What follows belongs to an exercise in optimizing a design on an open flow for small area, a short achievable clock period and few clock cycles; a production flow would make more cautious choices. The RTL was checked by simulation tests, not by an equivalence proof against the original design. No activity file was given, so power comes from the tool's default toggle rates.

## lm32_top
module lm32_top (
    clk_i,
    rst_i,
    interrupt,
    I_DAT_I,
    I_ACK_I,
    I_ERR_I,
    I_RTY_I,
    D_DAT_I,
    D_ACK_I,
    D_ERR_I,
    D_RTY_I,
    I_DAT_O,
    I_ADR_O,
    I_CYC_O,
    I_SEL_O,
    I_STB_O,
    I_WE_O,
    I_CTI_O,
    I_LOCK_O,
    I_BTE_O,
    D_DAT_O,
    D_ADR_O,
    D_CYC_O,
    D_SEL_O,
    D_STB_O,
    D_WE_O,
    D_CTI_O,
    D_LOCK_O,
    D_BTE_O
    );
input clk_i;
input rst_i;
input [31:0] interrupt;
input [31:0] I_DAT_I;
input I_ACK_I;
input I_ERR_I;
input I_RTY_I;
input [31:0] D_DAT_I;
input D_ACK_I;
input D_ERR_I;
input D_RTY_I;
output [31:0] I_DAT_O;
output [31:0] I_ADR_O;
output I_CYC_O;
output [3:0] I_SEL_O;
output I_STB_O;
output I_WE_O;
output [2:0] I_CTI_O;
output I_LOCK_O;
output [1:0] I_BTE_O;
output [31:0] D_DAT_O;
output [31:0] D_ADR_O;
output D_CYC_O;
output [3:0] D_SEL_O;
output D_STB_O;
output D_WE_O;
output [2:0] D_CTI_O;
output D_LOCK_O;
output [1:0] D_BTE_O;
reg boot;                
reg ex;                  
reg [2:0] mc;            
reg [29:0] fpc;          
reg i_req;               
reg i_got;               
reg kill;                
reg kill_irq;            
reg [29:0] epc;          
  ...
clock: 9.0 ns
lec_check: 0
abc_area: 1
abc_clock_period_in_ps: 4000
cap_margin: 20
core_margin: 2
core_utilization: 40
setup_slack_margin: 5.0
slew_margin: 20
tns_end_percent: 10
run.sh (not shown) runs the stock make flow with config.mk's settings and CLKGATE_MAP_FILE= SYNTH_SCRIPT=/design/flow/synth_recipe.tcl, a recipe that flattens the netlist after the stock synthesis.
Testbench counts at the start, summed over its fixed seeds: cycles 153,737.
Change:
--- a/flow/design.v
+++ b/flow/design.v
@@ -68,17 +68,17 @@
 reg kill_irq;            
 reg [29:0] epc;          
 reg [31:0] ir;           
 reg [31:0] opa;          
 reg [31:0] opb;          
 reg c_sub, c_load, c_store, c_mul, c_we, c_pcsel;
 reg c_bcond, c_pred, c_eret, c_wcsr, c_scall;
 reg c_breg;              
-reg s_csr, s_sext, s_logic, s_cmp, s_shift, s_link, s_add;
+reg s_csr, s_sext, s_logic, s_cmp, s_shift, s_link;
 reg [4:0] c_wa;
 reg [1:0] c_size;
 reg c_sx;
 reg [29:0] c_alt;        
 reg [15:0] c_imm;
 reg [8:0] c_fn;          
 reg d_req;
 reg d_ld;
@@ -222,24 +222,28 @@
     4'h1:    csr_r = im;
     4'h2:    csr_r = ip;
     4'h6:    csr_r = 32'h0802000d;
     4'h7:    csr_r = {eba, 8'h00};
     default: csr_r = 32'd0;
     endcase
 end
 wire pcsel = irq_take | c_pcsel;
-wire [31:0] e_res = ({32{pcsel}} & {epc, 2'b00})
-                  | ({32{s_link & !irq_take}} & {c_alt, 2'b00})
-                  | ({32{s_cmp & !irq_take}} & {31'd0, cond})
-                  | ({32{s_logic & !irq_take}} & logic_r)
-                  | ({32{s_shift & !irq_take}} & sh_out)
-                  | ({32{s_sext & !irq_take}} & sext_r)
-                  | ({32{s_csr & !irq_take}} & csr_r)
-                  | ({32{s_add & !irq_take}} & sum);
+reg [31:0] e_res;
+always @(*)
+begin
+    if (pcsel)        e_res = {epc, 2'b00};
+    else if (s_link)  e_res = {c_alt, 2'b00};
+    else if (s_cmp)   e_res = {31'd0, cond};
+    else if (s_logic) e_res = logic_r;
+    else if (s_shift) e_res = sh_out;
+    else if (s_sext)  e_res = sext_r;
+    else if (s_csr)   e_res = csr_r;
+    else              e_res = sum;
+end
 wire redirect = irq_take | (c_bcond & (cond != c_pred));
 wire [29:0] target = irq_take ? {eba, 6'b110000} : c_alt;
 wire mem_go = e_go & (c_load | c_store) & !irq_take;
 wire [31:0] addr = opa + {{16{c_imm[15]}}, c_imm};
 reg [3:0] sel_c;
 always @(*)
 begin
     casez ({c_size, addr[1:0]})
@@ -288,17 +292,17 @@
 wire [31:0] l5_s = l4_s ^ l4_c ^ ac;
 wire [31:0] l5_c = {((l4_s & l4_c) | (l4_s & ac) | (l4_c & ac)), 1'b0};
 wire [31:0] mres = ms + mcy;
 wire m_last = mc == 3'd1;
 wire e_wr = ex & (irq_take | c_we);
 wire ld_now = ld_ack & !e_wr & !m_last;
 wire rf_we = lbuf_v | ld_now | m_last | e_wr;
 wire [4:0] rf_wa = (lbuf_v | ld_now) ? lrd : irq_take ? 5'd30 : c_wa;
-wire [31:0] rf_wd = e_wr ? e_res : lbuf_v ? ddat : ld_now ? ld_data : mres;
+wire [31:0] rf_wd = lbuf_v ? ddat : ld_now ? ld_data : m_last ? mres : e_res;
 always @(posedge clk_i)
     if (rf_we)
         rf[rf_wa] <= rf_wd;
 always @(posedge clk_i)
 begin
     if (rst_i) begin
         boot <= 1'b1;
         ex <= 1'b0;
@@ -382,17 +386,16 @@
         c_wcsr <= d_wcsr;
         c_scall <= d_scall;
         s_csr <= d_rcsr;
         s_sext <= d_sext;
         s_logic <= d_logic;
         s_cmp <= d_cmp;
         s_shift <= d_shift;
         s_link <= d_call | d_calli;
-        s_add <= !(d_scall | d_call | d_calli | d_cmp | d_logic | d_shift | d_sext | d_rcsr);
     end
     if (ld_ack & !ld_now)
         ddat <= ld_data;
     if ((ex & c_mul) | (mc != 3'd0)) begin
         ms <= l5_s;
         mcy <= l5_c;
         opa <= {opa[23:0], 8'h00};
         opb <= {8'h00, opb[31:8]};
Die area rose by about 1.7%; total power fell by about 9%; core utilization is about the same; clock skew fell by 0.072 ns; hold slack loses 0.026 ns; maximum frequency fell by 1.0%; combinational power fell by about 9%; critical path depth fell by 6; register-to-register slack gains 0.02 ns; worst setup slack loses 0.044 ns; final area rose by 1.4%; routed wire length rose by 1.0%; sequential power fell by about 10%.
Testbench counts after the change, summed over its fixed seeds: cycles 153,737.

[separate check: timing with driven ports]
How much do the figures lean on ideal ports? The routed layouts below were timed once more, with nothing changed but the port constraints.
Step 1 sets driving cells, clkbuf_16 on the clock port and buf_2 on the other inputs (assumed; they add their load-dependent delay and slew).
Step 2 also shifts input and output timing later by t, the mid clock arrival at the registers, as if the neighbouring blocks saw the same clock.
Three values: ideal ports, drivers, drivers and shift; two values: the first two.
run | t, ns | setup WS [ns] | clock arrival spread, ns | worst register clock-pin slew, ns
the first run | 0.950 | 4.721 / 4.650 / 3.843 | 0.124 / 0.124 | 0.07 / 0.07
the second run | 0.933 | 4.677 / 4.687 / 3.818 | 0.053 / 0.053 | 0.08 / 0.08
After both steps setup and hold are still met in every run listed. The setup slack of the first run, which loses most, moves by -0.071 ns with the drivers and by -0.878 ns with both steps.
